What follows belongs to an exercise in optimizing a design on an open flow for small area; a production flow would make more cautious choices. In this exercise RTL edits were held to simulation tests only and were not proved equivalent to the original. In runs 5 to 10 the design's own scripts or RTL, not TritonCTS, make the clock network. The clock input has no modelled driver; a real chip could not lean on it and would need a root buffer or a full tree. No activity file was given, so power comes from the tool's default toggle rates.

File: standard.sh
#!/bin/bash
# synth_recipe.tcl (not shown) runs the flow's synth.tcl, then flattens the netlist and writes it again
# the make line also repeats each setting of config.mk as NAME=value (left out here)
make -C /OpenROAD-flow-scripts/flow DESIGN_CONFIG=/design/flow/config.mk WORK_HOME=/design/flow/orfs CLKGATE_MAP_FILE= SYNTH_SCRIPT=/design/flow/synth_recipe.tcl "${@:-finish}"
File: config.mk
export PLATFORM = sky130hd
export DESIGN_NAME = PWM_play
export DESIGN_NICKNAME = PWM_play
export VERILOG_FILES = /design/flow/design.v
export SDC_FILE = /design/flow/constraint.sdc
export NUM_CORES = 4
export LEC_CHECK = 0
export CAP_MARGIN = 20
export CORE_AREA = 5 5 95 95
export DIE_AREA = 0 0 100 100
export SLEW_MARGIN = 20
File: flow/run.sh
#!/bin/bash
# Standard layout; logs kept in the work folder.
bash standard.sh > standard.log 2>&1
File: design.v
module PWM_play #(parameter LOD = 4095) (
        input pwm_clk,
        input rst,               
        input [15:0] pwm_data,
        output reg audio_out
);
    reg  [11:0] r;
    wire [10:0] q  = pwm_data[14:4];
    wire [3:0]  f  = pwm_data[3:0];
    wire [2:0]  h  = pwm_data[14:12];
    wire        d15 = pwm_data[15];
    wire g = (f[2] & ~h[2]) |
             (~(f[2] ^ h[2]) & ((f[1] & ~h[1]) | (~(f[1] ^ h[1]) & f[0] & ~h[0])));
    wire cin = d15 ? (f[3] | g) : (f[3] & g);
    wire [11:0] k;
    assign k[0] = cin;
    genvar i;
    generate for (i = 0; i < 11; i = i + 1) begin : cc
        assign k[i+1] = (r[i] & q[i]) | (k[i] & (r[i] | q[i]));
    end endgenerate
    wire [12:0] a;
    assign a[0] = 1'b1;
    generate for (i = 0; i < 12; i = i + 1) begin : ic
        assign a[i+1] = a[i] & r[i];
    end endgenerate
    wire r_zero = ~|r;
    wire hit = d15 ? (r[11] | a[11] | k[11]) : (r[11] & k[11]);
    wire [11:0] r_inc = r ^ a[11:0];
    wire [11:0] r_next = {r_inc[11:1], r_inc[0] | (a[11] & ~r[11])};
    always @(posedge pwm_clk) begin
        if (rst) begin
            r         <= 12'd1;
            audio_out <= 1'b0;
        end else begin
            r         <= r_next;
            audio_out <= hit & ~r_zero;
        end
    end
endmodule
File: constraint.sdc
create_clock -name core_clock -period 10.0 [get_ports {pwm_clk}]
set_input_delay 2.0000 -clock core_clock [delete_from_list [all_inputs] [get_ports {pwm_clk}]]
set_output_delay 2.0000 -clock core_clock [all_outputs]
set_load 0.01 [all_outputs]
==> metrics.cfg, run 1 <==
[synth]
ys.flop_type = dfxtp_1
ys_seq_area_share_pct = 33.33
synthArstFlopShare_pct = 0
syn_area_um2 = 780.7
synth_edf_count = 0
yosysWarnings = 1
syn_nets = 116
syn_inst = 83
syn_avg_cell_area_um2 = 9.407
synth-seq-cells = 13
yosysUniqueCellTypes = 26

[cells_and_area]
antenna_cells = 0
utilization_pct = 14.47
nets = 138
fin_cells = 206
drive_above_1_share_pct = 4.808
design_area_um2 = 1130
syn_to_final_growth_pct = 44.71

[worst_setup_path]
required_ns = 10.16
reg2reg_slack_ns = 6.95
cp-end-kind = flop
cp.arrival_ns = 3.79
path_max_fanout = 3
start_kind = input port
worstSetupPathType = in -> reg

[sta]
hold_viol_final = 0
setup-violations-final = 0
slew_headroom_pct = 68.80
tightest_slew_ns = 0.4665
slew_viol_final = 0
period_share_pct = 36.33
fin_ws_ns = 6.367
fmaxAchievable_mhz = 275.3
skew_ns = 0.007084
rsz0062_at_grt = false
fin_crit_ns = 3.633
finalSetupTns_ns = 0

[floorplanning]
rows = 32
die_x_um = 100
ioPinCount = 19
fp.dieArea_um2 = 10000
start_util_pct = 10.00
core_um2 = 7807
dieHeight_um = 100

[global_routing]
grt_start_max_net_pins = 14
grt_pass1_vias = 711
grt-ovfl-total = 0
antenna_found_initial = 0
track_usage_pct = 4.297
grt_pass1_wl_um = 3256

[routing]
drt_iter0_drc = 23
drc = 0
num_vias = 697
wl_per_cell_um = 9.786
drt_first_pass_iters = 4
final_antenna_net_count = 0
via_per_inst = 3.383
wl_um = 2016

[job]
max_cap_violations = 0

[clocking]
clk_latency_ns = 0.24
cts.sinks = 13
cts_max_path_buffers = 2
numCtsBuffers = 3
cts_max_level = 1
cts_root_buf = clkbuf_8
hold_buffers = 0
cts_tree = built
cts_setup_buffers = 0
path_clk_slew_ns = 0.06
cts-resized-gates = 0

[placement]
dpl.hpwl_um = 1690
dp_worst_setup_slack_ns = 6.118
io_buffers = 18
globalplace.congestion = 0.7377
dpl_cell_area_um2 = 1085
place_inst = 202

[power]
power_leakage_nw = 0.4542
ir_drop_v = 0.00002334
power_density_nw_per_um2 = 106.5

[hold_path]
hold_class = reg -> reg

[outcome]
status = complete, no violations

## through the flow
step | power [mW] | hold slack [ns]
2_1_floorplan | 0.06413 | 0.5054
3_3_place_gp | 0.07457 | 0.5317
3_5_place_dp | 0.07485 | 0.5524
4_1_cts | 0.1229 | 0.5638
5_1_grt | 0.1273 | 0.5975
6_report | 0.1203 | 0.5601
## cells by family (layout without fill, tap and decap cells)
kind of cell,after synthesis,in the layout,share of synthesized area (%)
and+or+nand+nor,25,25,18.43
AOI/OAI and AO/OA,20,20,18.43
adders and majority gates,16,16,25.48
DFF,13,13,33.33
buffers and inverters,9,30,4.327
## registers in the layout, indices dropped and copies added (netlist names)
signal     cells
audio_out      1
r             12
## critical path, cell delays in order
cell and delay, ns:
clkdlybuf4s50_1 0.50, inv_1 0.05, ha_1 0.29, nand4b_1 0.10
and3_1 0.16, a2111oi_2 0.33, o22ai_1 0.13, a211oi_1 0.23
## routing by layer
metal / up-vias / share of wire, % / global-route usage, %
met2: 16 / 43 / 6.054
met5: - / 0 / 0
met4: 0 / 0.64 / 2.176
li1: 348 / - / -
met1: 331 / 43 / 4.734
met3: 2 / 13 / 3.197
## final timing paths
kind,start,to,cells after the start
worst max-delay path,pwm_data[14],audio_out,8
worst min-delay path,r[0],r[0],2
worst min register to register,r[0],r[0],2
worst max register to register,r[1],audio_out,16
## cells in the final DEF (no fill, tap or decap), types with 2 or more instances in the layout
cell,synthesis,final
inv_1,8,8
dfxtp_1,13,13
o22ai_1,4,4
o211ai_1,2,2
o21ai_0,2,2
nor2b_1,12,12
a21oi_1,4,4
nor2_1,4,4
a222oi_1,2,2
clkdlybuf4s50_1,0,18
nand2_1,2,2
clkbuf_8,0,3
ha_1,15,15
## synthesized netlist by cell type, types with 2 or more instances
| library cell | count | area [µm²] |
|---|---|---|
| ha_1 | 15 | 187.7 |
| nor2_1 | 4 | 15.01 |
| inv_1 | 8 | 30.03 |
| a21oi_1 | 4 | 20.02 |
| nor2b_1 | 12 | 75.07 |
| o21ai_0 | 2 | 10.01 |
| nand2_1 | 2 | 7.510 |
| a222oi_1 | 2 | 20.02 |
| dfxtp_1 | 13 | 260.3 |
| o211ai_1 | 2 | 15.01 |
| o22ai_1 | 4 | 25.02 |
## final cells by class
class | instances | area (µm²)
clock buffer | 4 | 45.04
sequential | 13 | 260.3
tap | 102 | 127.6
inverter | 8 | 30.03
timing repair buffer | 18 | 180.2
fill | 889 | 6678
multi-input combinational | 61 | 486.7
## where the power goes
part	switching (mW)	internal, mW	leakage [nW]
clock	0.0185	0.0281	0.0228
combinational	0.00757	0.0109	0.326
sequential	0.00182	0.0534	0.106
total	0.0278	0.0924	0.454
==> inputs of run 2 (changes only) <==
==> flow/run.sh (replaced) <==
#!/bin/bash
# Standard ORFS layout with three changes: synthesis leaves adders to abc (no half/full
# adder cells) with abc's area script, ports are buffered with buf_1, and the clock tree
# is built from small clock buffers. Each step's full output is kept in standard.log and
# ORFS's own logs under orfs/logs.
bash standard.sh ADDER_MAP_FILE= ABC_AREA=1 \
  'BUFFER_PORTS_ARGS=-buffer_cell sky130_fd_sc_hd__buf_1' \
  finish > standard.log 2>&1
--- a/config.mk
+++ b/config.mk
@@ -5,7 +5,9 @@
 export SDC_FILE = /design/flow/constraint.sdc
 export NUM_CORES = 4
 export LEC_CHECK = 0
+export ABC_AREA = 1
 export CAP_MARGIN = 20
 export CORE_AREA = 5 5 95 95
+export CTS_BUF_LIST = sky130_fd_sc_hd__clkbuf_1 sky130_fd_sc_hd__clkbuf_2
 export DIE_AREA = 0 0 100 100
 export SLEW_MARGIN = 20
==> metrics.cfg, run 2 <==
[cells_and_area]
regMostFlops = r
antenna_cells = 0
layout_common_cells = nand2_1 (31), inv_1 (27), buf_1 (18)
fillers = 923
largest_reg_flops = 12
utilization_pct = 13.25
layout_commonest_cell = nand2_1
syn_to_final_growth_pct = 25.49
drive_above_1_share_pct = 15.38
regArea_um2 = 260.3
largest_registers = r: 12 flops, audio_out: 1 flops
multi_input_comb_area_um2 = 429.2
nets = 175
design_area_um2 = 1035

[synth]
syn_inst = 135
synthArstFlopShare_pct = 0
synth_top_family_by_area = simple AND/OR/NAND/NOR gates
syn_nets = 153
synth.area.top_cells = dfxtp_1 (32%), nand2_1 (14%), inv_1 (12%)
yosysUniqueCellTypes = 18
synthMuxAreaShare_pct = 0
yosysWarnings = 1
synth_compound_gate_area_share_pct = 16.54
synth_edf_count = 0
synth.most_common_cell = nand2_1
syn_avg_cell_area_um2 = 6.108
synthXorXnorAreaFrac_pct = 0
syn_area_um2 = 824.5
synthSimpleGateAreaFrac_pct = 35.51
yosys-top-cells-count = nand2_1 (31), inv_1 (27), nor2_1 (14)
synth-seq-cells = 13
yosysTopAreaCellShare_pct = 31.56
synthAdderAreaFrac_pct = 0
ys_seq_area_share_pct = 31.56
post-synth-top-area-cell = dfxtp_1
ys.flop_type = dfxtp_1

[routing]
final_antenna_net_count = 0
dr_wl_met2_um = 772
wl_met3_um = 53
num_vias = 815
drt_iter0_drc = 28
drt_first_pass_iters = 4
routed.top_layer = met4
via_per_inst = 3.159
wl_um = 2014
wl_per_cell_um = 7.806
drc = 0
wl_met1_um = 1140

[power]
power_density_nw_per_um2 = 91.13
power_leakage_nw = 0.4437
power_mw = 0.09429
ir_drop_v = 0.00002115

[sta]
fmaxAchievable_mhz = 322.2
finalSetupTns_ns = 0
period_share_pct = 31.04
fin_crit_ns = 3.104
skew_ns = 0.006793
slew_headroom_pct = 76.98
fin_ws_ns = 6.896
slew_viol_final = 0
tightest_slew_ns = 0.3450
setup-violations-final = 0
rsz0062_at_grt = false
hold_viol_final = 0

[worst_setup_path]
crit_top_cell = nand2_1
critPathSlowestCell = a21oi_2
start_kind = input port
required_ns = 10.21
crit_path_max_incr_delay_ns = 0.11
worstSetupPathType = in -> reg
path_delay_family = simple AND/OR/NAND/NOR gates
crit_buf_inv = 3
cp-end-kind = flop
path_cells = buf_1 > inv_1 > nand2_1 > nand2_1 > inv_1 > nand2_1 > nand2_1 > nand2_1 > nand2_1 > nand2_1 > nand2_1 > nand2_1 > nand2_1 > nand2_1 > nand2_1 > nand2_1 > nand2_1 > nand2_1 > nand2_1 > nand2_1 > nand2_1 > a21oi_2
cp.arrival_ns = 3.31
path_max_fanout = 3

[global_routing]
antenna_found_initial = 0
grt_start_max_net_pins = 14
track_usage_pct = 4.511
grt_pass1_vias = 821
grt-ovfl-total = 0
grt_pass1_wl_um = 3567

[clocking]
cts_root_buf = clkbuf_2
numCtsBuffers = 3
cts-resized-gates = 0
cts_max_path_buffers = 2
hold_buffers = 0
path_clk_slew_ns = 0.12
cts_setup_buffers = 0
cts.sinks = 13
cts_tree = built
clk_latency_ns = 0.26
cts_max_level = 1

[placement]
dpl.hpwl_um = 1760
dp_worst_setup_slack_ns = 6.586
dpl_cell_area_um2 = 1016
io_buffers = 18
globalplace.congestion = 0.7505

[hold_path]
hold_class = reg -> reg

[floorplanning]
die_x_um = 100
start_util_pct = 10.56
rows = 32
dieHeight_um = 100
fp.dieArea_um2 = 10000
core_um2 = 7807
ioPinCount = 19

[job]
max_cap_violations = 0

[outcome]
status = complete, no violations

[run 2: cells by family after synthesis]
family,Yosys count
DFF,13
and+or+nand+nor,61
AOI/OAI and AO/OA,25
buffers and inverters,36
[run 2: per-stage QoR]
stage | hold slack, ns | instances
3_5_place_dp | 0.4746 | 254
2_1_floorplan | 0.4460 | 135
4_1_cts | 0.5004 | 258
3_3_place_gp | 0.4624 | 254
6_report | 0.5085 | 258
5_1_grt | 0.5164 | 258
[run 2: final cells by class]
type	count	share of cell area, %
Inverter	35	12.70
Sequential cell	13	25.15
Timing Repair Buffer	18	6.530
Tap cell	102	12.33
Clock buffer	4	1.814
Multi-Input combinational cell	86	41.48
[run 2: worst paths after layout]
path | startpoint | endpoint | slack [ns] | cells after the start
worst min register to register | r[11] | r[11] | 0.51 | 1
worst max-delay path | pwm_data[13] | audio_out | 6.90 | 22
worst min-delay path | r[11] | r[11] | 0.51 | 1
worst max register to register | r[0] | audio_out | 8.04 | 18
[run 2: metal layers]
metal,GRT usage (%),vias up
met4,3.109,0
met3,0.4864,2
met2,6.311,17
met5,0,-
li1,-,450
met1,6.399,346
[run 2: where the power goes]
| group | internal, mW | total (mW) | leakage [nW] | switching, mW |
|---|---|---|---|---|
| sequential | 0.0530 | 0.0546 | 0.106 | 0.00163 |
| clock | 0.00969 | 0.0255 | 0.0136 | 0.0158 |
| combinational | 0.00551 | 0.0141 | 0.324 | 0.00864 |
==> inputs of run 3 (changes only) <==
==> flow/run.sh (replaced) <==
#!/bin/bash
# Standard ORFS layout (standard.sh) with these changes:
#  - synthesis is synth_recipe.tcl's, except that adders are left to abc (no half/full adder
#    cells) and abc maps with the area-oriented script flow/area.abc;
#  - ports are buffered with buf_1;
#  - the clock tree uses small clock buffers (CTS_BUF_LIST in config.mk).
# Full tool output goes to standard.log; ORFS's per-step logs stay under orfs/logs.
set -uo pipefail
here=$(pwd)
# synth_recipe.tcl's first line (synth without fsm and share passes) is kept in our copy.
head -1 synth_recipe.tcl > synth_check.log
export ABC_SCRIPT_FILE=$here/flow/area.abc
bash standard.sh ADDER_MAP_FILE= \
  SYNTH_SCRIPT=$here/flow/synth_recipe_abc.tcl \
  'BUFFER_PORTS_ARGS=-buffer_cell sky130_fd_sc_hd__buf_1' \
  finish > standard.log 2>&1
==> flow/area.abc (new file) <==
strash
&get -n
&st
&synch2
&nf -R 1000
&st
&dch
&nf -R 1000
&st
&dch
&nf -R 1000
&put
topo
==> flow/synth_recipe_abc.tcl (new file) <==
proc synth {args} { yosys synth -nofsm -noshare {*}$args }
# Run the final technology mapping with the ABC script named in ABC_SCRIPT_FILE.
proc abc {args} {
  set i [lsearch -exact $args -script]
  if { $i >= 0 && [info exists ::env(ABC_SCRIPT_FILE)] } {
    set args [lreplace $args [expr {$i+1}] [expr {$i+1}] $::env(ABC_SCRIPT_FILE)]
  }
  yosys abc {*}$args
}
source $::env(SCRIPTS_DIR)/synth.tcl
# left out here: clear keep_hierarchy, flatten, clean up, hide names made inside functions, write 1_2_yosys.v
--- a/config.mk
+++ b/config.mk
@@ -5,7 +5,6 @@
 export SDC_FILE = /design/flow/constraint.sdc
 export NUM_CORES = 4
 export LEC_CHECK = 0
-export ABC_AREA = 1
 export CAP_MARGIN = 20
 export CORE_AREA = 5 5 95 95
 export CTS_BUF_LIST = sky130_fd_sc_hd__clkbuf_1 sky130_fd_sc_hd__clkbuf_2
==> metrics.cfg, run 3 <==
[placement]
dpl_cell_area_um2 = 813.3
dpl.hpwl_um = 1368
globalplace.congestion = 0.8129
place_inst = 194
dp_worst_setup_slack_ns = 6.062
io_buffers = 18

[cells_and_area]
regArea_um2 = 260.3
utilization_pct = 10.66
syn_to_final_growth_pct = 34.62
drive_above_1_share_pct = 3.125
antenna_cells = 0
layout_common_cells = buf_1 (18), a21oi_1 (13), dfxtp_1 (13)
nets = 115
fin_cells = 198
layout_commonest_cell = buf_1
regMostFlops = r
largest_reg_flops = 12
design_area_um2 = 832.0
largest_registers = r: 12 flops, audio_out: 1 flops
fillers = 923
multi_input_comb_area_um2 = 346.6

[hold_path]
hold_path_end = r[11]
hold_class = reg -> reg
worstHoldStart = r[11]
min_path_cells = 1

[sta]
slew_headroom_pct = 61.48
period_share_pct = 36.24
tightest_slew_ns = 0.5778
fin_hold_ws_ns = 0.5063
fmaxAchievable_mhz = 275.9
fin_crit_ns = 3.624
rsz0062_at_grt = false
setup-violations-final = 0
slew_viol_final = 0
fin_ws_ns = 6.376
finalSetupTns_ns = 0
skew_ns = 0.005045
hold_viol_final = 0

[clocking]
numCtsBuffers = 3
cts_max_level = 1
cts_tree = built
hold_buffers = 0
cts.sinks = 13
cts_setup_buffers = 0
cts-resized-gates = 0
cts_max_path_buffers = 2
path_clk_slew_ns = 0.12
clk_latency_ns = 0.26
cts_root_buf = clkbuf_2

[routing]
final_antenna_net_count = 0
drt_first_pass_iters = 4
num_vias = 646
wl_um = 1699
drt_iter0_drc = 16
via_per_inst = 3.263
drc = 0
wl_per_cell_um = 8.581

[power]
power_mw = 0.09111
ir_drop_v = 0.00006135
power_density_nw_per_um2 = 109.5
power_leakage_nw = 0.2464

[synth]
synthArstFlopShare_pct = 0
synth_edf_count = 0
yosysWarnings = 1
syn_avg_cell_area_um2 = 8.353
post-synth-top-area-cell = dfxtp_1
yosys-top-cells-count = a21oi_1 (13), dfxtp_1 (13), nor3_1 (7)
yosysTopAreaCellShare_pct = 42.11
syn_inst = 74
ys.flop_type = dfxtp_1
ys_seq_area_share_pct = 42.11
synth-seq-cells = 13
yosysUniqueCellTypes = 21
syn_nets = 92
synth.area.top_cells = dfxtp_1 (42%), a21oi_1 (11%), nor3_1 (5.7%)
syn_area_um2 = 618.1

[global_routing]
grt_pass1_vias = 571
grt_pass1_wl_um = 2622
track_usage_pct = 3.300
antenna_found_initial = 0
grt_start_max_net_pins = 14
grt-ovfl-total = 0

[worst_setup_path]
reg2reg_slack_ns = 7.52
cp-end-kind = flop
cp.arrival_ns = 3.80
start_kind = input port
worstSetupPathType = in -> reg
r2r_cells = 8
path_max_fanout = 2
r2r-end = audio_out
required_ns = 10.17
r2r-start = r[0]

[floorplanning]
fp.dieArea_um2 = 10000
core_um2 = 7807
die_x_um = 100
rows = 32
ioPinCount = 19
start_util_pct = 7.917
dieHeight_um = 100

[job]
max_cap_violations = 0

[outcome]
status = complete, no violations

-- run 3: logic make-up (layout without fill, tap and decap cells) --
group | after synthesis | in the layout | share of synthesized area [%]
compound gates | 35 | 35 | 36.23
flops | 13 | 13 | 42.11
simple gates | 23 | 23 | 19.84
buf+inv | 3 | 25 | 1.822
-- run 3: layer usage --
metal	part of all wire, %	wire length (µm)	track usage (%)
met1	47	800	4.099
met2	46	776	5.182
met3	5.5	94	0.8339
met4	1.6	27	1.865
met5	0	0	0
-- run 3: cell type report --
class                           count  share of cell area, %
Multi-Input combinational cell     58                  41.65
Sequential cell                    13                  31.28
Tap cell                          102                  15.34
Timing Repair Buffer               18                  8.120
Clock buffer                        4                  2.256
Inverter                            3                  1.353
-- run 3: worst max-delay path by stage --
stage | startpoint | to | slack, ns | cells past startpoint
after floorplan | pwm_data[1] | audio_out | 6.45 | 12
after global placement | pwm_data[1] | audio_out | 6.04 | 13
final | pwm_data[1] | audio_out | 6.38 | 13
after CTS | pwm_data[1] | audio_out | 6.35 | 13
after global routing | pwm_data[1] | audio_out | 6.11 | 13
after detailed placement | pwm_data[1] | audio_out | 6.06 | 13
-- run 3: critical path, stage by stage --
cell and delay (ns):
buf_1 0.07, clkinv_1 0.07, a211oi_1 0.23, o221ai_1 0.15, a21oi_1 0.15, a221oi_1 0.06, o21ai_0 0.17, o221ai_1 0.14
a21oi_1 0.14, a21oi_1 0.06, o21ai_0 0.17, o221ai_1 0.14, a311oi_1 0.25
-- run 3: power by group --
group	internal, mW	switching, mW
Combinational	0.00481	0.00535
Clock	0.00968	0.0164
Sequential	0.0530	0.00187
==> inputs of run 4 (changes only) <==
==> flow/run.sh (replaced) <==
#!/bin/bash
# Standard ORFS layout (standard.sh) with these changes:
#  - synthesis is synth_recipe.tcl's, except that adders are left to abc (no half/full adder
#    cells) and abc maps with the area-oriented script flow/area.abc;
#  - ports are buffered with buf_1;
#  - the clock tree is one level of clkbuf_4 buffers, without dummy loads.
# Full tool output goes to standard.log; ORFS's per-step logs stay under orfs/logs.
set -uo pipefail
here=$(pwd)
export ABC_SCRIPT_FILE=$here/flow/area.abc
bash standard.sh ADDER_MAP_FILE= \
  SYNTH_SCRIPT=$here/flow/synth_recipe_abc.tcl \
  'BUFFER_PORTS_ARGS=-buffer_cell sky130_fd_sc_hd__buf_1' \
  'CTS_ARGS=-buf_list sky130_fd_sc_hd__clkbuf_4 -root_buf sky130_fd_sc_hd__clkbuf_4 -sink_clustering_enable -sink_clustering_size 30 -sink_clustering_max_diameter 200 -dont_use_dummy_load -repair_clock_nets' \
  finish > standard.log 2>&1
--- a/config.mk
+++ b/config.mk
@@ -7,6 +7,5 @@
 export LEC_CHECK = 0
 export CAP_MARGIN = 20
 export CORE_AREA = 5 5 95 95
-export CTS_BUF_LIST = sky130_fd_sc_hd__clkbuf_1 sky130_fd_sc_hd__clkbuf_2
 export DIE_AREA = 0 0 100 100
 export SLEW_MARGIN = 20
==> metrics.cfg, run 4 <==
[outcome]
status = complete, no violations

[power]
clkPwrFrac_pct = 31.0
power_density_nw_per_um2 = 112.6
power.share.combinational_pct = 10.8
power_leakage_nw = 0.2466
power_mw = 0.09407
internal_power_mw = 0.07167
pwr-share-seq_pct = 58.2
power.share.switching_pct = 23.81
switching_power_mw = 0.02240
ir_drop_v = 0.00006203

[routing]
drc = 0
wl_um = 1671
drt_iter0_drc = 17
final_antenna_net_count = 0
via_per_inst = 3.259
wl_per_cell_um = 8.482
num_vias = 642
drt_first_pass_iters = 4

[cells_and_area]
regMostFlops = r
regArea_um2 = 260.3
layout_common_cells = buf_1 (18), a21oi_1 (13), dfxtp_1 (13)
nets = 115
largest_registers = r: 12 flops, audio_out: 1 flops
antenna_cells = 0
fillers = 922
syn_to_final_growth_pct = 35.22
largest_reg_flops = 12
utilization_pct = 10.71
multi_input_comb_area_um2 = 346.6
design_area_um2 = 835.8
fin_cells = 197
layout_commonest_cell = buf_1
drive_above_1_share_pct = 3.158

[clocking]
path_clk_slew_ns = 0.07
cts_setup_buffers = 0
cts_max_path_buffers = 2
clk_latency_ns = 0.27
cts.sinks = 13
cts_root_buf = clkbuf_4
hold_buffers = 0
numCtsBuffers = 3
cts-resized-gates = 0
cts_max_level = 1
cts_tree = built

[worst_setup_path]
path_cells = buf_1 > clkinv_1 > a211oi_1 > o221ai_1 > a21oi_1 > a221oi_1 > o21ai_0 > o221ai_1 > a21oi_1 > a21oi_1 > o21ai_0 > o221ai_1 > a311oi_1
path_delay_family = compound AO/OA/AOI/OAI gates
reg2reg_slack_ns = 7.54
worstSetupPathType = in -> reg
required_ns = 10.17
crit_path_max_incr_delay_ns = 0.25
critPathSlowestCell = a311oi_1
cp.arrival_ns = 3.79
cp-end-kind = flop
start_kind = input port
setup.worst_path.start = pwm_data[1]
path_max_fanout = 2
r2r-start = r[0]
crit_buf_inv = 2

[sta]
fin_crit_ns = 3.629
fmaxAchievable_mhz = 275.6
skew_ns = 0.009416
rsz0062_at_grt = false
tightest_slew_ns = 0.5778
hold_viol_final = 0
fin_ws_ns = 6.371
period_share_pct = 36.29
finalSetupTns_ns = 0
slew_viol_final = 0
slew_headroom_pct = 61.48
fin_hold_ws_ns = 0.4969
setup-violations-final = 0

[floorplanning]
rows = 32
dieHeight_um = 100
start_util_pct = 7.917
core_um2 = 7807
die_x_um = 100
ioPinCount = 19
fp.dieArea_um2 = 10000

[placement]
place_inst = 194
dpl_cell_area_um2 = 813.3
dp_worst_setup_slack_ns = 6.062
globalplace.congestion = 0.8129
dpl.hpwl_um = 1368
io_buffers = 18

[global_routing]
grt_pass1_vias = 564
track_usage_pct = 3.300
grt-ovfl-total = 0
grt_start_max_net_pins = 14
antenna_found_initial = 0
grt_pass1_wl_um = 2608

[synth]
yosysWarnings = 1
syn_inst = 74
synthArstFlopShare_pct = 0
ys_seq_area_share_pct = 42.11
syn_nets = 92
yosysUniqueCellTypes = 21
syn_area_um2 = 618.1
synth-seq-cells = 13
post-synth-top-area-cell = dfxtp_1
yosysTopAreaCellShare_pct = 42.11
yosys-top-cells-count = a21oi_1 (13), dfxtp_1 (13), nor3_1 (7)
synth_edf_count = 0
syn_avg_cell_area_um2 = 8.353
synth.area.top_cells = dfxtp_1 (42%), a21oi_1 (11%), nor3_1 (5.7%)
ys.flop_type = dfxtp_1

[hold_path]
worstHoldStart = r[11]
hold_class = reg -> reg

[job]
max_cap_violations = 0

==> run 4: layout make-up <==
cell class	instances	area share [%]
timing repair buffer	18	8.084
clock buffer	3	2.695
inverter	3	1.347
multi-input combinational	58	41.47
sequential	13	31.14
tap	102	15.27
==> run 4: logic make-up (layout without fill, tap and decap cells) <==
logic type / after synthesis / after routing / share of synthesized area, %
AND/OR/NAND/NOR: 23 / 23 / 19.84
AO/OA/AOI/OAI: 35 / 35 / 36.23
flip-flops: 13 / 13 / 42.11
buffers and inverters: 3 / 24 / 1.822
==> run 4: power by group through the flow <==
stage | Clock (mW) | Sequential [mW] | Combinational, mW
2_1_floorplan | 0 | 0.0556 | 0.00523
3_3_place_gp | 0 | 0.0560 | 0.0101
3_5_place_dp | 0 | 0.0560 | 0.0101
4_1_cts | 0.0315 | 0.0547 | 0.0102
5_1_grt | 0.0342 | 0.0550 | 0.0116
6_report | 0.0292 | 0.0548 | 0.0101
==> run 4: path summary, 6_finish.rpt <==
| check | endpoint | cells past startpoint |
|---|---|---|
| max reg2reg | audio_out | 8 |
| max | audio_out | 13 |
| min | r[11] | 1 |
| min reg2reg | r[11] | 1 |
==> run 4: layer usage <==
metal,global-route usage (%),wire length [µm]
met5,0,0
met4,1.865,28
met3,0.8339,89
met2,5.080,770
met1,4.182,782
==> inputs of run 5 (changes only) <==
==> flow/run.sh (replaced) <==
#!/bin/bash
# Standard ORFS layout (standard.sh) with these changes:
#  - synthesis is synth_recipe.tcl's, except that adders are left to abc (no half/full adder
#    cells) and abc maps with the area-oriented script flow/area.abc;
#  - ports are buffered with buf_1;
#  - the clock reaches all flip-flops through one clkbuf_8 (flow/one_clkbuf.tcl, run before
#    the CTS step in place of clock_tree_synthesis).
# Full tool output goes to standard.log; ORFS's per-step logs stay under orfs/logs.
set -uo pipefail
here=$(pwd)
export ABC_SCRIPT_FILE=$here/flow/area.abc
export ONE_CLKBUF_CELL=sky130_fd_sc_hd__clkbuf_8
bash standard.sh ADDER_MAP_FILE= \
  SYNTH_SCRIPT=$here/flow/synth_recipe_abc.tcl \
  'BUFFER_PORTS_ARGS=-buffer_cell sky130_fd_sc_hd__buf_1' \
  PRE_CTS_TCL=$here/flow/one_clkbuf.tcl \
  finish > standard.log 2>&1
==> flow/one_clkbuf.tcl (new file) <==
# Clock distribution for a small design: one clock buffer, placed at the centre of the
# flip-flops it drives, takes the clock from the port to every flip-flop, so every register's
# clock arrives through the same single buffer. The standard CTS call is then skipped.
set block [ord::get_db_block]
set master [[ord::get_db] findMaster $::env(ONE_CLKBUF_CELL)]
set clk_net [$block findNet pwm_clk]
set inst [odb::dbInst_create $block $master clkbuf_0_pwm_clk]
set new_net [odb::dbNet_create $block clknet_0_pwm_clk]
$new_net setSigType CLOCK
set sx 0; set sy 0; set n 0
foreach iterm [$clk_net getITerms] {
  set i [$iterm getInst]
  if { [$i getName] eq "clkbuf_0_pwm_clk" } { continue }
  lassign [$i getLocation] x y
  set sx [expr {$sx + $x}]; set sy [expr {$sy + $y}]; incr n
  $iterm disconnect
  $iterm connect $new_net
}
[$inst findITerm A] connect $clk_net
[$inst findITerm X] connect $new_net
$inst setLocation [expr {int($sx / $n)}] [expr {int($sy / $n)}]
$inst setPlacementStatus PLACED
puts "one_clkbuf: $n clock sinks moved to [$new_net getName], driven by [$master getName]"
rename clock_tree_synthesis orig_clock_tree_synthesis
proc clock_tree_synthesis { args } { puts "one_clkbuf: clock_tree_synthesis skipped" }
==> metrics.cfg, run 5 <==
[worst_setup_path]
path_cells = buf_1 > clkinv_1 > a211oi_1 > o221ai_1 > a21oi_1 > a221oi_1 > o21ai_0 > o221ai_1 > a21oi_1 > a21oi_1 > o21ai_0 > o221ai_1 > a311oi_1
cp.arrival_ns = 3.80
cp-end-kind = flop
worstSetupPathType = in -> reg
r2r_cells = 8
required_ns = 10.05
path_max_fanout = 2
critPathSlowestCell = a311oi_1
crit_path_max_incr_delay_ns = 0.25
start_kind = input port

[placement]
globalplace.congestion = 0.8129
io_buffers = 18
dpl.hpwl_um = 1368

[sta]
skew_ns = 0.0005708
hold_viol_final = 0
period_share_pct = 37.42
fin_crit_ns = 3.742
setup-violations-final = 0
tightest_slew_ns = 0.5793
fin_hold_ws_ns = 0.5038
slew_viol_final = 0
fmaxAchievable_mhz = 267.2
slew_headroom_pct = 61.38
rsz0062_at_grt = false
finalSetupTns_ns = 0

[clocking]
path_clk_slew_ns = 0.09
cts_setup_buffers = 0
cts-resized-gates = 0
hold_buffers = 0
clk_latency_ns = 0.15

[global_routing]
antenna_found_initial = 0
grt_pass1_vias = 550
grt_pass1_wl_um = 2608
track_usage_pct = 3.041
grt_start_max_net_pins = 14
grt-ovfl-total = 0

[cells_and_area]
regArea_um2 = 260.3
nets = 113
layout_commonest_cell = buf_1
layout_common_cells = buf_1 (18), a21oi_1 (13), dfxtp_1 (13)
regMostFlops = r
drive_above_1_share_pct = 1.075
largest_registers = r: 12 flops, audio_out: 1 flops
antenna_cells = 0
fillers = 920
syn_to_final_growth_pct = 33.81
largest_reg_flops = 12
multi_input_comb_area_um2 = 346.6

[synth]
synthAdderAreaFrac_pct = 0
synthSimpleGateAreaFrac_pct = 19.84
synthArstFlopShare_pct = 0
syn_area_um2 = 618.1
yosys-top-cells-count = a21oi_1 (13), dfxtp_1 (13), nor3_1 (7)
ys.flop_type = dfxtp_1
ys_seq_area_share_pct = 42.11
synthXorXnorAreaFrac_pct = 0
synth_top_family_by_area = compound AO/OA/AOI/OAI gates
synth-seq-cells = 13
synth.area.top_cells = dfxtp_1 (42%), a21oi_1 (11%), nor3_1 (5.7%)
synth_edf_count = 0
yosysUniqueCellTypes = 21
yosysWarnings = 1
syn_avg_cell_area_um2 = 8.353
syn_nets = 92
synthMuxAreaShare_pct = 0
yosysTopAreaCellShare_pct = 42.11
post-synth-top-area-cell = dfxtp_1
syn_inst = 74
synth_compound_gate_area_share_pct = 36.23

[routing]
drt_first_pass_iters = 4
wl_per_cell_um = 8.487
wl_um = 1655
num_vias = 629
drc = 0
drt_iter0_drc = 24
via_per_inst = 3.226
final_antenna_net_count = 0

[floorplanning]
dieHeight_um = 100
core_um2 = 7807
ioPinCount = 19
die_x_um = 100
start_util_pct = 7.917
fp.dieArea_um2 = 10000
rows = 32

[power]
internal_power_mw = 0.06697
power_leakage_nw = 0.2400
switching_power_mw = 0.02102
ir_drop_v = 0.00005681
power_density_nw_per_um2 = 106.4
power.share.switching_pct = 23.89
pwr-share-seq_pct = 62.3
clkPwrFrac_pct = 26.2
power.share.combinational_pct = 11.5

[job]
max_cap_violations = 0

[hold_path]
min_path_cells = 1
hold_class = reg -> reg

[outcome]
status = complete, no violations

## run 5: cell counts after synthesis
Identical to the previous run, type by type.
## run 5: per-layer routing
| layer | global-route usage, % | wire length [µm] | vias to the layer above |
|---|---|---|---|
| met4 | 0.2073 | 8 | 0 |
| met3 | 0.4170 | 98 | 2 |
| met5 | 0 | 0 | - |
| li1 | - | - | 332 |
| met1 | 4.224 | 790 | 271 |
| met2 | 5.233 | 758 | 24 |
## run 5: critical path: cells and delay by family
| family | cells | cell delay (ns) |
|---|---|---|
| buf+inv | 2 | 0.14 |
| compound gates | 11 | 1.66 |
## run 5: area by class of cell
class / instances / share of cell area, %
inverters: 3 / 1.362
repair buffers: 18 / 8.169
flip-flops and latches: 13 / 31.47
multi-input cells: 58 / 41.91
well taps: 102 / 15.43
plain buffers: 1 / 1.664
## run 5: per-stage QoR
stage / std cells / area [µm²] / setup WS [ns] / power [mW] / util (%)
2_1_floorplan: 74 / 618.1 / 6.446 / 0.06080 / -
3_3_place_gp: 194 / 813.3 / 6.041 / 0.06609 / 10.42
3_5_place_dp: 194 / 813.3 / 6.062 / 0.06609 / 10.42
4_1_cts: 195 / 827.0 / 6.056 / 0.08312 / 10.59
5_1_grt: 195 / 827.0 / 5.970 / 0.09393 / 10.59
6_report: 195 / 827.0 / 6.258 / 0.08799 / 10.59
## run 5: power by group through the flow
stage | combinational, mW | sequential, mW | clock, mW
final | 0.0102 | 0.0548 | 0.0230
after global routing | 0.0116 | 0.0550 | 0.0273
after CTS | 0.0102 | 0.0560 | 0.0169
after detailed placement | 0.0101 | 0.0560 | 0
after global placement | 0.0101 | 0.0560 | 0
after floorplan | 0.00523 | 0.0556 | 0
## run 5: cell families (layout without fill, tap and decap cells)
family / count (synthesis) / count (layout)
AOI/OAI and AO/OA: 35 / 35
and+or+nand+nor: 23 / 23
DFF: 13 / 13
buffers and inverters: 3 / 22
## run 5: worst paths after layout
| path | start | endpoint | slack (ns) |
|---|---|---|---|
| worst max-delay path | pwm_data[1] | audio_out | 6.26 |
| worst min-delay path | r[11] | r[11] | 0.50 |
| worst max register to register | r[0] | audio_out | 7.53 |
| worst min register to register | r[11] | r[11] | 0.50 |
==> inputs of run 6 (changes only) <==
==> flow/run.sh (replaced) <==
#!/bin/bash
# Standard ORFS layout (standard.sh) with these changes:
#  - synthesis is synth_recipe.tcl's, except that adders are left to abc (no half/full adder
#    cells) and abc maps with the area-oriented script flow/area.abc;
#  - ports are buffered with buf_1;
#  - the clock reaches all flip-flops through one clkbuf_4 (flow/one_clkbuf.tcl, run before
#    the CTS step in place of clock_tree_synthesis).
# Full tool output goes to standard.log; ORFS's per-step logs stay under orfs/logs.
set -uo pipefail
here=$(pwd)
export ABC_SCRIPT_FILE=$here/flow/area.abc
export ONE_CLKBUF_CELL=sky130_fd_sc_hd__clkbuf_4
bash standard.sh ADDER_MAP_FILE= \
  SYNTH_SCRIPT=$here/flow/synth_recipe_abc.tcl \
  'BUFFER_PORTS_ARGS=-buffer_cell sky130_fd_sc_hd__buf_1' \
  PRE_CTS_TCL=$here/flow/one_clkbuf.tcl \
  finish > standard.log 2>&1
--- a/config.mk
+++ b/config.mk
@@ -8,4 +8,5 @@
 export CAP_MARGIN = 20
 export CORE_AREA = 5 5 95 95
 export DIE_AREA = 0 0 100 100
+export PLACE_DENSITY = 0.9
 export SLEW_MARGIN = 20
==> metrics.cfg, run 6 <==
[synth]
yosys-top-cells-count = a21oi_1 (13), dfxtp_1 (13), nor3_1 (7)
post-synth-top-area-cell = dfxtp_1
syn_nets = 92
syn_inst = 74
ys.flop_type = dfxtp_1
yosysWarnings = 1
ys_seq_area_share_pct = 42.11
syn_avg_cell_area_um2 = 8.353
synth.area.top_cells = dfxtp_1 (42%), a21oi_1 (11%), nor3_1 (5.7%)
synth-seq-cells = 13
yosysTopAreaCellShare_pct = 42.11
yosysUniqueCellTypes = 21
synth_edf_count = 0
syn_area_um2 = 618.1
synthArstFlopShare_pct = 0

[outcome]
status = complete, no violations

[cells_and_area]
layout_commonest_cell = buf_1
drive_above_1_share_pct = 1.075
largest_registers = r: 12 flops, audio_out: 1 flops
fillers = 916
multi_input_comb_area_um2 = 346.6
regMostFlops = r
largest_reg_flops = 12
syn_to_final_growth_pct = 32.79
nets = 113
antenna_cells = 0
utilization_pct = 10.51
layout_common_cells = buf_1 (18), a21oi_1 (13), dfxtp_1 (13)
regArea_um2 = 260.3

[routing]
num_vias = 637
wl_per_cell_um = 8.113
wl_um = 1582
final_antenna_net_count = 0
drc = 0
via_per_inst = 3.267
drt_first_pass_iters = 4
drt_iter0_drc = 23

[floorplanning]
dieHeight_um = 100
core_um2 = 7807
rows = 32
ioPinCount = 19
start_util_pct = 7.917
fp.dieArea_um2 = 10000
die_x_um = 100

[global_routing]
grt-ovfl-total = 0
grt_start_max_net_pins = 14
grt_pass1_vias = 671
antenna_found_initial = 0
track_usage_pct = 3.113
grt_pass1_wl_um = 2760

[worst_setup_path]
start_kind = input port
cp-end-kind = flop
required_ns = 10.09
cp.arrival_ns = 3.90
worstSetupPathType = in -> reg
path_max_fanout = 2

[sta]
hold_viol_final = 0
skew_ns = 0.0004838
fin_crit_ns = 3.817
slew_viol_final = 0
slew_headroom_pct = 64.36
rsz0062_at_grt = false
tightest_slew_ns = 0.5346
period_share_pct = 38.17
finalSetupTns_ns = 0
setup-violations-final = 0
fmaxAchievable_mhz = 262.0

[clocking]
cts_setup_buffers = 0
hold_buffers = 0
cts-resized-gates = 0
clk_latency_ns = 0.18
path_clk_slew_ns = 0.12

[hold_path]
hold_class = reg -> reg

[placement]
io_buffers = 18
dpl.hpwl_um = 1301
globalplace.congestion = 0.8051

[power]
power_density_nw_per_um2 = 100.3
power_leakage_nw = 0.2374
ir_drop_v = 0.00005643

[job]
max_cap_violations = 0

run 6: cell families after synthesis:
logic type	count (synthesis)	synth area share (%)
flops	13	42.11
compound gates	35	36.23
simple gates	23	19.84
buf+inv	3	1.822
run 6: layout make-up:
class / count / share of cell area, %
Multi-Input combinational cell: 58 / 42.23
Tap cell: 102 / 15.55
Buffer: 1 / 0.9146
Inverter: 3 / 1.372
Sequential cell: 13 / 31.71
Timing Repair Buffer: 18 / 8.232
run 6: worst paths after layout:
kind / slack (ns) / to / start / cells past startpoint
worst max-delay path: 6.18 / audio_out / pwm_data[1] / 13
worst min-delay path: 0.52 / r[11] / r[11] / 1
worst max register to register: 7.53 / audio_out / r[0] / 8
worst min register to register: 0.52 / r[11] / r[11] / 1
run 6: critical path, stage by stage:
cell	delay, ns
buf_1	0.07
clkinv_1	0.07
a211oi_1	0.25
o221ai_1	0.18
a21oi_1	0.18
a221oi_1	0.06
o21ai_0	0.20
o221ai_1	0.14
a21oi_1	0.15
a21oi_1	0.05
o21ai_0	0.16
o221ai_1	0.13
a311oi_1	0.26
run 6: routing by layer:
layer,global-route usage [%],vias up,wire (µm)
li1,-,331,-
met1,3.766,290,706
met2,5.900,14,778
met3,0.4864,2,84
met4,0.4145,0,12
met5,0,-,0
run 6: report_power, final:
group | switching (mW) | internal (mW)
Sequential | 0.00184 | 0.0530
Clock | 0.0124 | 0.00483
Combinational | 0.00542 | 0.00481
run 6: through the flow:
step	setup WS [ns]	total power [mW]	hold WS, ns	cells	instance area, µm²
after floorplan	6.446	0.06080	0.4504	74	618.1
after global placement	6.079	0.06583	0.4685	194	813.3
after detailed placement	6.007	0.06619	0.4886	194	813.3
after CTS	5.977	0.07895	0.4886	195	820.8
after global routing	5.944	0.08646	0.5434	195	820.8
final	6.183	0.08229	0.5193	195	820.8
==> inputs of run 7 (changes only) <==
--- a/config.mk
+++ b/config.mk
@@ -6,7 +6,9 @@
 export NUM_CORES = 4
 export LEC_CHECK = 0
 export CAP_MARGIN = 20
+export CELL_PAD_IN_SITES_DETAIL_PLACEMENT = 0
+export CELL_PAD_IN_SITES_GLOBAL_PLACEMENT = 0
 export CORE_AREA = 5 5 95 95
 export DIE_AREA = 0 0 100 100
-export PLACE_DENSITY = 0.9
+export PLACE_DENSITY = 0.95
 export SLEW_MARGIN = 20
==> metrics.cfg, run 7 <==
[synth]
synth.area.top_cells = dfxtp_1 (42%), a21oi_1 (11%), nor3_1 (5.7%)
synthArstFlopShare_pct = 0
syn_avg_cell_area_um2 = 8.353
syn_area_um2 = 618.1
synth_edf_count = 0
synth-seq-cells = 13
yosys-top-cells-count = a21oi_1 (13), dfxtp_1 (13), nor3_1 (7)
ys_seq_area_share_pct = 42.11
syn_inst = 74
yosysUniqueCellTypes = 21
yosysWarnings = 1
yosysTopAreaCellShare_pct = 42.11
syn_nets = 92
ys.flop_type = dfxtp_1
post-synth-top-area-cell = dfxtp_1

[hold_path]
hold_path_end = r[11]
hold_class = reg -> reg
worstHoldStart = r[11]
min_path_cells = 1

[clocking]
path_clk_slew_ns = 0.12
hold_buffers = 0
clk_latency_ns = 0.18
cts_setup_buffers = 0
cts-resized-gates = 0

[floorplanning]
ioPinCount = 19
rows = 32
fp.dieArea_um2 = 10000
dieHeight_um = 100
die_x_um = 100
core_um2 = 7807
start_util_pct = 7.917

[sta]
slew_viol_final = 0
hold_viol_final = 0
setup-violations-final = 0
rsz0062_at_grt = false
tightest_slew_ns = 0.5091
fin_crit_ns = 3.750
fmaxAchievable_mhz = 266.7
slew_headroom_pct = 66.06
period_share_pct = 37.50
finalSetupTns_ns = 0
skew_ns = 0.0007926

[power]
power_density_nw_per_um2 = 100.4
power_leakage_nw = 0.2374
power_mw = 0.08242
ir_drop_v = 0.00006566

[cells_and_area]
layout_commonest_cell = buf_1
largest_registers = r: 12 flops, audio_out: 1 flops
utilization_pct = 10.51
antenna_cells = 0
drive_above_1_share_pct = 1.075
largest_reg_flops = 12
layout_common_cells = buf_1 (18), a21oi_1 (13), dfxtp_1 (13)
regMostFlops = r
syn_to_final_growth_pct = 32.79
nets = 113
fillers = 909

[global_routing]
grt_start_max_net_pins = 14
antenna_found_initial = 0
grt-ovfl-total = 0
grt_pass1_vias = 594
track_usage_pct = 3.272
grt_pass1_wl_um = 2794

[job]
max_cap_violations = 0

[routing]
drt_first_pass_iters = 4
via_per_inst = 3.395
drt_iter0_drc = 15
wl_per_cell_um = 8.805
drc = 0
final_antenna_net_count = 0
wl_um = 1717
num_vias = 662

[placement]
globalplace.congestion = 0.8050
io_buffers = 18

[worst_setup_path]
r2r_cells = 8
worstSetupPathType = in -> reg
r2r-end = audio_out
r2r-start = r[0]
cp.arrival_ns = 3.85
path_max_fanout = 2
start_kind = input port
cp-end-kind = flop
reg2reg_slack_ns = 7.59
required_ns = 10.10

[outcome]
status = complete, no violations

-- run 7: critical path, cell delays in order --
cell	delay (ns)
buf_1	0.07
clkinv_1	0.07
a211oi_1	0.27
o221ai_1	0.16
a21oi_1	0.19
a221oi_1	0.07
o21ai_0	0.17
o221ai_1	0.12
a21oi_1	0.16
a21oi_1	0.07
o21ai_0	0.16
o221ai_1	0.13
a311oi_1	0.21
-- run 7: power by group --
| part | switching (mW) | total [mW] | internal (mW) |
|---|---|---|---|
| registers | 0.00195 | 0.0550 | 0.0530 |
| logic | 0.00537 | 0.0102 | 0.00481 |
| clock network | 0.0125 | 0.0173 | 0.00483 |
-- run 7: cell families (layout without fill, tap and decap cells) --
family	after synthesis	after routing	share of synthesized area (%)
AOI/OAI and AO/OA	35	35	36.23
and+or+nand+nor	23	23	19.84
DFF	13	13	42.11
buffers and inverters	3	22	1.822
-- run 7: stage by stage --
stage	cell area [µm²]	instances	hold slack (ns)	setup WS (ns)
6_report	820.8	195	0.5079	6.250
5_1_grt	820.8	195	0.5582	5.902
4_1_cts	820.8	195	0.4721	6.010
3_5_place_dp	813.3	194	0.4721	5.990
3_3_place_gp	813.3	194	0.4667	6.145
2_1_floorplan	618.1	74	0.4504	6.446
-- run 7: worst max path at each step --
stage                     slack, ns        end         from
after detailed placement       5.99  audio_out  pwm_data[1]
final                          6.25  audio_out  pwm_data[1]
after CTS                      6.01  audio_out  pwm_data[1]
after global placement         6.15  audio_out  pwm_data[1]
after floorplan                6.45  audio_out  pwm_data[1]
after global routing           5.90  audio_out  pwm_data[1]
-- run 7: final cells by class --
class	instances	area, µm²	area share [%]
plain buffers	1	7.507	0.9146
inverters	3	11.26	1.372
repair buffers	18	67.56	8.232
flip-flops and latches	13	260.3	31.71
multi-input cells	58	346.6	42.23
well taps	102	127.6	15.55
-- run 7: routing by layer --
metal	routed length [µm]	global-route usage (%)
met5	0	0
met4	0	0.1036
met3	97	0.2780
met2	862	6.157
met1	757	4.270
==> inputs of run 8 (changes only) <==
==> flow/run.sh (replaced) <==
#!/bin/bash
# Standard ORFS layout (standard.sh) with these changes:
#  - synthesis is synth_recipe.tcl's, except that adders are left to abc (no half/full adder
#    cells) and abc maps with the area-oriented script flow/area.abc;
#  - ports are buffered with buf_1;
#  - the clock reaches all flip-flops through one buf_6 (flow/one_clkbuf.tcl, run before
#    the CTS step in place of clock_tree_synthesis).
# Full tool output goes to standard.log; ORFS's per-step logs stay under orfs/logs.
set -uo pipefail
here=$(pwd)
export ABC_SCRIPT_FILE=$here/flow/area.abc
export ONE_CLKBUF_CELL=sky130_fd_sc_hd__buf_6
bash standard.sh ADDER_MAP_FILE= \
  SYNTH_SCRIPT=$here/flow/synth_recipe_abc.tcl \
  'BUFFER_PORTS_ARGS=-buffer_cell sky130_fd_sc_hd__buf_1' \
  PRE_CTS_TCL=$here/flow/one_clkbuf.tcl \
  finish > standard.log 2>&1
--- a/config.mk
+++ b/config.mk
@@ -6,9 +6,6 @@
 export NUM_CORES = 4
 export LEC_CHECK = 0
 export CAP_MARGIN = 20
-export CELL_PAD_IN_SITES_DETAIL_PLACEMENT = 0
-export CELL_PAD_IN_SITES_GLOBAL_PLACEMENT = 0
 export CORE_AREA = 5 5 95 95
 export DIE_AREA = 0 0 100 100
-export PLACE_DENSITY = 0.95
 export SLEW_MARGIN = 20
==> metrics.cfg, run 8 <==
[outcome]
status = complete, no violations

[synth]
ys_seq_area_share_pct = 42.11
syn_inst = 74
synth-seq-cells = 13
synth.area.top_cells = dfxtp_1 (42%), a21oi_1 (11%), nor3_1 (5.7%)
post-synth-top-area-cell = dfxtp_1
synthArstFlopShare_pct = 0
syn_area_um2 = 618.1
yosysTopAreaCellShare_pct = 42.11
yosysUniqueCellTypes = 21
yosysWarnings = 1
synth_edf_count = 0
syn_nets = 92
syn_avg_cell_area_um2 = 8.353
yosys-top-cells-count = a21oi_1 (13), dfxtp_1 (13), nor3_1 (7)
ys.flop_type = dfxtp_1

[routing]
drc = 0
wl_per_cell_um = 8.477
final_antenna_net_count = 0
wl_um = 1653
via_per_inst = 3.236
drt_first_pass_iters = 4
drt_iter0_drc = 24
num_vias = 631

[job]
max_cap_violations = 0

[clocking]
cts-resized-gates = 0
cts_setup_buffers = 0
hold_buffers = 0
clk_latency_ns = 0.12
path_clk_slew_ns = 0.09

[power]
power_density_nw_per_um2 = 104.9
power_leakage_nw = 0.2388
ir_drop_v = 0.00005507

[sta]
skew_ns = 0.0005710
fin_crit_ns = 3.770
tightest_slew_ns = 0.5743
slew_headroom_pct = 61.72
rsz0062_at_grt = false
fmaxAchievable_mhz = 265.3
period_share_pct = 37.70
slew_viol_final = 0
finalSetupTns_ns = 0
hold_viol_final = 0
setup-violations-final = 0

[worst_setup_path]
cp-end-kind = flop
start_kind = input port
cp.arrival_ns = 3.80
path_max_fanout = 2
worstSetupPathType = in -> reg
required_ns = 10.03
reg2reg_slack_ns = 7.52

[floorplanning]
dieHeight_um = 100
start_util_pct = 7.917
fp.dieArea_um2 = 10000
core_um2 = 7807
ioPinCount = 19
die_x_um = 100
rows = 32

[cells_and_area]
regMostFlops = r
largest_reg_flops = 12
multi_input_comb_area_um2 = 346.6
layout_common_cells = buf_1 (18), a21oi_1 (13), dfxtp_1 (13)
layout_commonest_cell = buf_1
nets = 113
largest_registers = r: 12 flops, audio_out: 1 flops
drive_above_1_share_pct = 1.075
regArea_um2 = 260.3
utilization_pct = 10.56
antenna_cells = 0
syn_to_final_growth_pct = 33.40
fillers = 921

[global_routing]
grt-ovfl-total = 0
track_usage_pct = 3.041
grt_start_max_net_pins = 14
antenna_found_initial = 0
grt_pass1_vias = 550
grt_pass1_wl_um = 2608

[hold_path]
hold_class = reg -> reg

[placement]
globalplace.congestion = 0.8129
io_buffers = 18
dpl.hpwl_um = 1368

==> run 8: cell counts after synthesis <==
Identical to the previous run, type by type.
==> run 8: logic make-up (layout without fill, tap and decap cells) <==
kind of cell,count (synthesis),count (layout),share of synthesized area [%]
AOI/OAI and AO/OA,35,35,36.23
and+or+nand+nor,23,23,19.84
buffers and inverters,3,22,1.822
DFF,13,13,42.11
==> run 8: stage by stage <==
step                power, mW  std cells  setup WS (ns)  hold slack, ns  cell area [µm²]
finish                0.08647        195          6.230          0.5045            824.5
global route          0.09268        195          5.950          0.5419            824.5
CTS                   0.08198        195          6.056          0.4881            824.5
detailed placement    0.06609        194          6.062          0.4881            813.3
global placement      0.06609        194          6.041          0.4732            813.3
floorplan             0.06080         74          6.446          0.4504            618.1
==> run 8: metal layers <==
metal  wire length, µm  vias up  global-route usage [%]  part of all wire [%]
li1                  -      334                       -                     -
met1               778      277                   4.224                    47
met2               772       18                   5.233                    47
met3                95        2                  0.4170                   5.7
met4                 8        0                  0.2073                  0.48
met5                 0        -                       0                     0
==> run 8: path summary, 6_finish.rpt <==
kind                                   from        end  cells past startpoint
worst min register to register        r[11]      r[11]                      1
worst max register to register         r[0]  audio_out                      8
worst min-delay path                  r[11]      r[11]                      1
worst max-delay path            pwm_data[1]  audio_out                     13
==> run 8: critical path, stage by stage <==
cell and delay, ns:
buf_1 0.07, clkinv_1 0.07, a211oi_1 0.23, o221ai_1 0.15
a21oi_1 0.15, a221oi_1 0.06, o21ai_0 0.17, o221ai_1 0.14
a21oi_1 0.14, a21oi_1 0.06, o21ai_0 0.17, o221ai_1 0.14
a311oi_1 0.25
==> run 8: where the power goes <==
part | leakage (nW) | internal [mW] | switching, mW | total (mW)
registers | 0.106 | 0.0530 | 0.00182 | 0.0548
logic | 0.127 | 0.00481 | 0.00532 | 0.0101
clock network | 0.00605 | 0.00803 | 0.0135 | 0.0215
total | 0.239 | 0.0658 | 0.0206 | 0.0865
==> run 8: layout make-up <==
type	count	area share (%)
Buffer	1	1.366
Inverter	3	1.366
Multi-Input combinational cell	58	42.03
Sequential cell	13	31.56
Tap cell	102	15.48
Timing Repair Buffer	18	8.194
==> inputs of run 9 (changes only) <==
==> flow/run.sh (replaced) <==
#!/bin/bash
# Standard ORFS layout (standard.sh) with these changes:
#  - synthesis is synth_recipe.tcl's, except that adders are left to abc (no half/full adder
#    cells) and abc maps with the area-oriented script flow/area.abc;
#  - ports are buffered with buf_1;
#  - the clock reaches all flip-flops through one buf_4 (flow/one_clkbuf.tcl, run before
#    the CTS step in place of clock_tree_synthesis).
# Full tool output goes to standard.log; ORFS's per-step logs stay under orfs/logs.
set -uo pipefail
here=$(pwd)
export ABC_SCRIPT_FILE=$here/flow/area.abc
export ONE_CLKBUF_CELL=sky130_fd_sc_hd__buf_4
bash standard.sh ADDER_MAP_FILE= \
  SYNTH_SCRIPT=$here/flow/synth_recipe_abc.tcl \
  'BUFFER_PORTS_ARGS=-buffer_cell sky130_fd_sc_hd__buf_1' \
  PRE_CTS_TCL=$here/flow/one_clkbuf.tcl \
  finish > standard.log 2>&1
==> metrics.cfg, run 9 <==
[outcome]
status = complete, no violations

[synth]
syn_nets = 92
yosys-top-cells-count = a21oi_1 (13), dfxtp_1 (13), nor3_1 (7)
yosysWarnings = 1
synthArstFlopShare_pct = 0
ys_seq_area_share_pct = 42.11
syn_avg_cell_area_um2 = 8.353
synth.area.top_cells = dfxtp_1 (42%), a21oi_1 (11%), nor3_1 (5.7%)
syn_inst = 74
ys.flop_type = dfxtp_1
synth-seq-cells = 13
synth_edf_count = 0
yosysUniqueCellTypes = 21
post-synth-top-area-cell = dfxtp_1
syn_area_um2 = 618.1
yosysTopAreaCellShare_pct = 42.11

[floorplanning]
core_um2 = 7807
ioPinCount = 19
fp.dieArea_um2 = 10000
dieHeight_um = 100
die_x_um = 100
start_util_pct = 7.917
rows = 32

[sta]
hold_viol_final = 0
fin_crit_ns = 3.725
skew_ns = 0.0005703
slew_headroom_pct = 61.39
fin_ws_ns = 6.275
slew_viol_final = 0
tightest_slew_ns = 0.5792
period_share_pct = 37.25
fmaxAchievable_mhz = 268.4
rsz0062_at_grt = false
finalSetupTns_ns = 0
setup-violations-final = 0

[clocking]
clk_latency_ns = 0.16
hold_buffers = 0
cts_setup_buffers = 0
path_clk_slew_ns = 0.12
cts-resized-gates = 0

[global_routing]
track_usage_pct = 3.041
grt_use_met3_pct = 0.4170
grt_use_met1_pct = 4.224
globalRouteMet2Util_pct = 5.233
grt_pass1_vias = 550
grt_start_max_net_pins = 14
top_usage_layer = met2
antenna_found_initial = 0
grt_pass1_wl_um = 2608
grt-ovfl-total = 0

[placement]
globalplace.congestion = 0.8129
io_buffers = 18
dp_worst_setup_slack_ns = 6.062
place_inst = 194
dpl.hpwl_um = 1368

[cells_and_area]
nets = 113
multi_input_comb_area_um2 = 346.6
largest_reg_flops = 12
fillers = 921
antenna_cells = 0
layout_commonest_cell = buf_1
regMostFlops = r
syn_to_final_growth_pct = 32.79
largest_registers = r: 12 flops, audio_out: 1 flops
regArea_um2 = 260.3
layout_common_cells = buf_1 (18), a21oi_1 (13), dfxtp_1 (13)
utilization_pct = 10.51
drive_above_1_share_pct = 1.075
fin_cells = 195

[routing]
wl_per_cell_um = 8.410
wl_um = 1640
drt_first_pass_iters = 4
drc = 0
num_vias = 629
final_antenna_net_count = 0
drt_iter0_drc = 24
via_per_inst = 3.226

[worst_setup_path]
critPathSlowestCell = a311oi_1
required_ns = 10.07
cp-end-kind = flop
crit_path_max_incr_delay_ns = 0.25
start_kind = input port
worstSetupPathType = in -> reg
path_cells = buf_1 > clkinv_1 > a211oi_1 > o221ai_1 > a21oi_1 > a221oi_1 > o21ai_0 > o221ai_1 > a21oi_1 > a21oi_1 > o21ai_0 > o221ai_1 > a311oi_1
path_max_fanout = 2
cp.arrival_ns = 3.79

[job]
max_cap_violations = 0

[power]
power_leakage_nw = 0.2376
ir_drop_v = 0.00005134
power_density_nw_per_um2 = 102.1

[hold_path]
hold_class = reg -> reg

run 9: cell counts after synthesis:
No cell type changed its count.
run 9: layout make-up:
type | count | share of cell area, %
sequential | 13 | 31.71
timing repair buffer | 18 | 8.232
buffer | 1 | 0.9146
inverter | 3 | 1.372
multi-input combinational | 58 | 42.23
tap | 102 | 15.55
run 9: report_power, final:
part / internal (mW) / switching (mW) / leakage [nW] / total [mW]
Clock: 0.00532 / 0.0136 / 0.00480 / 0.0189
Sequential: 0.0530 / 0.00182 / 0.106 / 0.0548
Combinational: 0.00481 / 0.00531 / 0.127 / 0.0101
run 9: path summary, 6_finish.rpt:
| kind | from | endpoint | slack, ns | cells past startpoint |
|---|---|---|---|---|
| worst min-delay path | r[11] | r[11] | 0.51 | 1 |
| worst min register to register | r[11] | r[11] | 0.51 | 1 |
| worst max-delay path | pwm_data[1] | audio_out | 6.27 | 13 |
| worst max register to register | r[0] | audio_out | 7.52 | 8 |
run 9: metrics by stage:
step | total power [mW] | cell area [µm²] | hold slack [ns]
2_1_floorplan | 0.06080 | 618.1 | 0.4504
6_report | 0.08384 | 820.8 | 0.5108
5_1_grt | 0.09002 | 820.8 | 0.5454
3_5_place_dp | 0.06609 | 813.3 | 0.4881
4_1_cts | 0.07930 | 820.8 | 0.4881
3_3_place_gp | 0.06609 | 813.3 | 0.4732
run 9: worst max-delay path: cells and delay by family:
kind	cells	cell delay, ns
AOI/OAI and AO/OA	11	1.65
buffers and inverters	2	0.14
run 9: cell families (layout without fill, tap and decap cells):
kind of cell	after synthesis	after routing	share of synthesized area, %
compound gates	35	35	36.23
buf+inv	3	22	1.822
flops	13	13	42.11
simple gates	23	23	19.84
run 9: metal layers:
layer	vias up	routed length [µm]
met5	-	0
met4	0	8
met3	2	101
met2	22	765
met1	273	765
li1	332	-
==> inputs of run 10 (changes only) <==
--- a/config.mk
+++ b/config.mk
@@ -8,4 +8,5 @@
 export CAP_MARGIN = 20
 export CORE_AREA = 5 5 95 95
 export DIE_AREA = 0 0 100 100
+export PLACE_DENSITY = 0.95
 export SLEW_MARGIN = 20
==> metrics.cfg, run 10 <==
[floorplanning]
die_x_um = 100
ioPinCount = 19
dieHeight_um = 100
core_um2 = 7807
fp.dieArea_um2 = 10000
rows = 32
start_util_pct = 7.917

[cells_and_area]
layout_common_cells = buf_1 (18), a21oi_1 (13), dfxtp_1 (13)
utilization_pct = 10.51
drive_above_1_share_pct = 1.075
fillers = 909
largest_registers = r: 12 flops, audio_out: 1 flops
largest_reg_flops = 12
design_area_um2 = 820.8
regMostFlops = r
fin_cells = 195
nets = 113
antenna_cells = 0
syn_to_final_growth_pct = 32.79
layout_commonest_cell = buf_1

[global_routing]
track_usage_pct = 3.272
antenna_found_initial = 0
grt_pass1_wl_um = 2794
grt-ovfl-total = 0
grt_pass1_vias = 594
grt_start_max_net_pins = 14

[synth]
synthMuxAreaShare_pct = 0
synth.area.top_cells = dfxtp_1 (42%), a21oi_1 (11%), nor3_1 (5.7%)
yosys-top-cells-count = a21oi_1 (13), dfxtp_1 (13), nor3_1 (7)
ys.flop_type = dfxtp_1
synth_top_family_by_area = compound AO/OA/AOI/OAI gates
syn_avg_cell_area_um2 = 8.353
post-synth-top-area-cell = dfxtp_1
synth-seq-cells = 13
synthArstFlopShare_pct = 0
synthXorXnorAreaFrac_pct = 0
synth_compound_gate_area_share_pct = 36.23
ys_seq_area_share_pct = 42.11
yosysTopAreaCellShare_pct = 42.11
syn_inst = 74
synth_edf_count = 0
synthSimpleGateAreaFrac_pct = 19.84
yosysWarnings = 1
yosysUniqueCellTypes = 21
synthAdderAreaFrac_pct = 0
syn_nets = 92
syn_area_um2 = 618.1

[sta]
hold_viol_final = 0
setup-violations-final = 0
fin_hold_ws_ns = 0.5044
fin_crit_ns = 3.787
tightest_slew_ns = 0.5158
slew_viol_final = 0
slew_headroom_pct = 65.61
fin_ws_ns = 6.213
rsz0062_at_grt = false
period_share_pct = 37.87
finalSetupTns_ns = 0
fmaxAchievable_mhz = 264.1
skew_ns = 0.0005720

[worst_setup_path]
r2r-end = audio_out
path_max_fanout = 2
reg2reg_slack_ns = 7.60
required_ns = 10.07
r2r_cells = 8
cp-end-kind = flop
worstSetupPathType = in -> reg
crit_path_max_incr_delay_ns = 0.27
cp.arrival_ns = 3.86
start_kind = input port
critPathSlowestCell = a211oi_1
path_cells = buf_1 > clkinv_1 > a211oi_1 > o221ai_1 > a21oi_1 > a221oi_1 > o21ai_0 > o221ai_1 > a21oi_1 > a21oi_1 > o21ai_0 > o221ai_1 > a311oi_1
r2r-start = r[0]
crit_buf_inv = 2
path_delay_family = compound AO/OA/AOI/OAI gates

[routing]
drt_iter0_drc = 20
num_vias = 658
drt_first_pass_iters = 4
final_antenna_net_count = 0
via_per_inst = 3.374
drc = 0
wl_um = 1726
wl_per_cell_um = 8.851

[hold_path]
worstHoldStart = r[11]
min_path_cells = 1
hold_path_end = r[11]
hold_class = reg -> reg

[power]
power.share.switching_pct = 24.15
power.share.combinational_pct = 12.3
power_leakage_nw = 0.2376
internal_power_mw = 0.06308
switching_power_mw = 0.02009
ir_drop_v = 0.00006742
power_density_nw_per_um2 = 101.3
pwr-share-seq_pct = 66.1
clkPwrFrac_pct = 21.7
power_mw = 0.08317

[placement]
globalplace.congestion = 0.8050
dpl_cell_area_um2 = 813.3
dp_worst_setup_slack_ns = 5.990
io_buffers = 18
place_inst = 194

[outcome]
status = complete, no violations

[clocking]
cts_setup_buffers = 0
cts-resized-gates = 0
clk_latency_ns = 0.15
path_clk_slew_ns = 0.12
hold_buffers = 0

[job]
max_cap_violations = 0

-- run 10: final cells by class --
class | count | area (µm²) | share of cell area (%)
multi-input combinational | 58 | 346.6 | 42.23
buffer | 1 | 7.507 | 0.9146
inverter | 3 | 11.26 | 1.372
timing repair buffer | 18 | 67.56 | 8.232
sequential | 13 | 260.3 | 31.71
tap | 102 | 127.6 | 15.55
-- run 10: per-layer routing --
layer	track usage, %	vias to the layer above	part of all wire [%]
met1	4.270	306	45
met3	0.2780	0	5.2
li1	-	330	-
met4	0.1036	0	0
met2	6.157	22	50
met5	0	-	0
-- run 10: cells by family (layout without fill, tap and decap cells) --
| group | Yosys count | after routing |
|---|---|---|
| flip-flops | 13 | 13 |
| AO/OA/AOI/OAI | 35 | 35 |
| AND/OR/NAND/NOR | 23 | 23 |
| buffers and inverters | 3 | 22 |
-- run 10: worst max-delay path by stage --
stage	from	cells after the start	to
2_1_floorplan	pwm_data[1]	12	audio_out
3_3_place_gp	pwm_data[1]	13	audio_out
3_5_place_dp	pwm_data[1]	13	audio_out
4_1_cts	pwm_data[1]	13	audio_out
5_1_grt	pwm_data[1]	13	audio_out
6_report	pwm_data[1]	13	audio_out
-- run 10: power groups by stage --
stage               Clock [mW]  Combinational (mW)  Sequential, mW
detailed placement           0              0.0102          0.0560
global placement             0             0.00977          0.0559
CTS                     0.0131              0.0102          0.0561
finish                  0.0180              0.0102          0.0549
floorplan                    0             0.00523          0.0556
global route            0.0201              0.0116          0.0553

-- separate check: timing with driven ports --
In the flow no input, the clock included, has a driving cell. The finished layouts below were timed again as built, in two steps.
Step 1: set_driving_cell puts a clkbuf_16 on pwm_clk and a buf_2 on each other input, an assumption about the parent block.
Step 2, shift: input delay + t, output delay - t, t = (earliest + latest rising clock arrival at the registers) / 2. This alone moves slack from input paths to output paths.
a / b / c = no drivers / after step 1 / after step 2; a / b = the first two.
run | t (ns) | slack for setup (ns) | latest minus earliest clock arrival (ns) | slew at the worst register clock pin (ns)
run 1 | 0.267 | 6.367 / 6.362 / 6.096 | 0.007 / 0.007 | 0.06 / 0.06
run 2 | 0.277 | 6.896 / 6.896 / 6.620 | 0.007 / 0.007 | 0.12 / 0.12
run 3 | 0.279 | 6.376 / 6.372 / 6.093 | 0.005 / 0.005 | 0.12 / 0.12
run 4 | 0.284 | 6.371 / 6.368 / 6.084 | 0.009 / 0.010 | 0.08 / 0.08
run 5 | 0.167 | 6.258 / 6.256 / 6.089 | 0.000 / 0.000 | 0.09 / 0.09
run 6 | 0.197 | 6.183 / 6.180 / 5.983 | 0.001 / 0.000 | 0.12 / 0.12
run 7 | 0.196 | 6.250 / 6.243 / 6.047 | 0.001 / 0.001 | 0.12 / 0.12
run 8 | 0.143 | 6.230 / 6.230 / 6.087 | 0.000 / 0.000 | 0.09 / 0.09
run 9 | 0.175 | 6.275 / 6.272 / 6.096 | 0.000 / 0.001 | 0.12 / 0.12
run 10 | 0.168 | 6.213 / 6.206 / 6.038 | 0.001 / 0.000 | 0.12 / 0.12
After both steps every run listed still meets setup and hold. The setup slack of run 4, which loses most, moves by -0.003 ns with the drivers and by -0.287 ns with both steps.
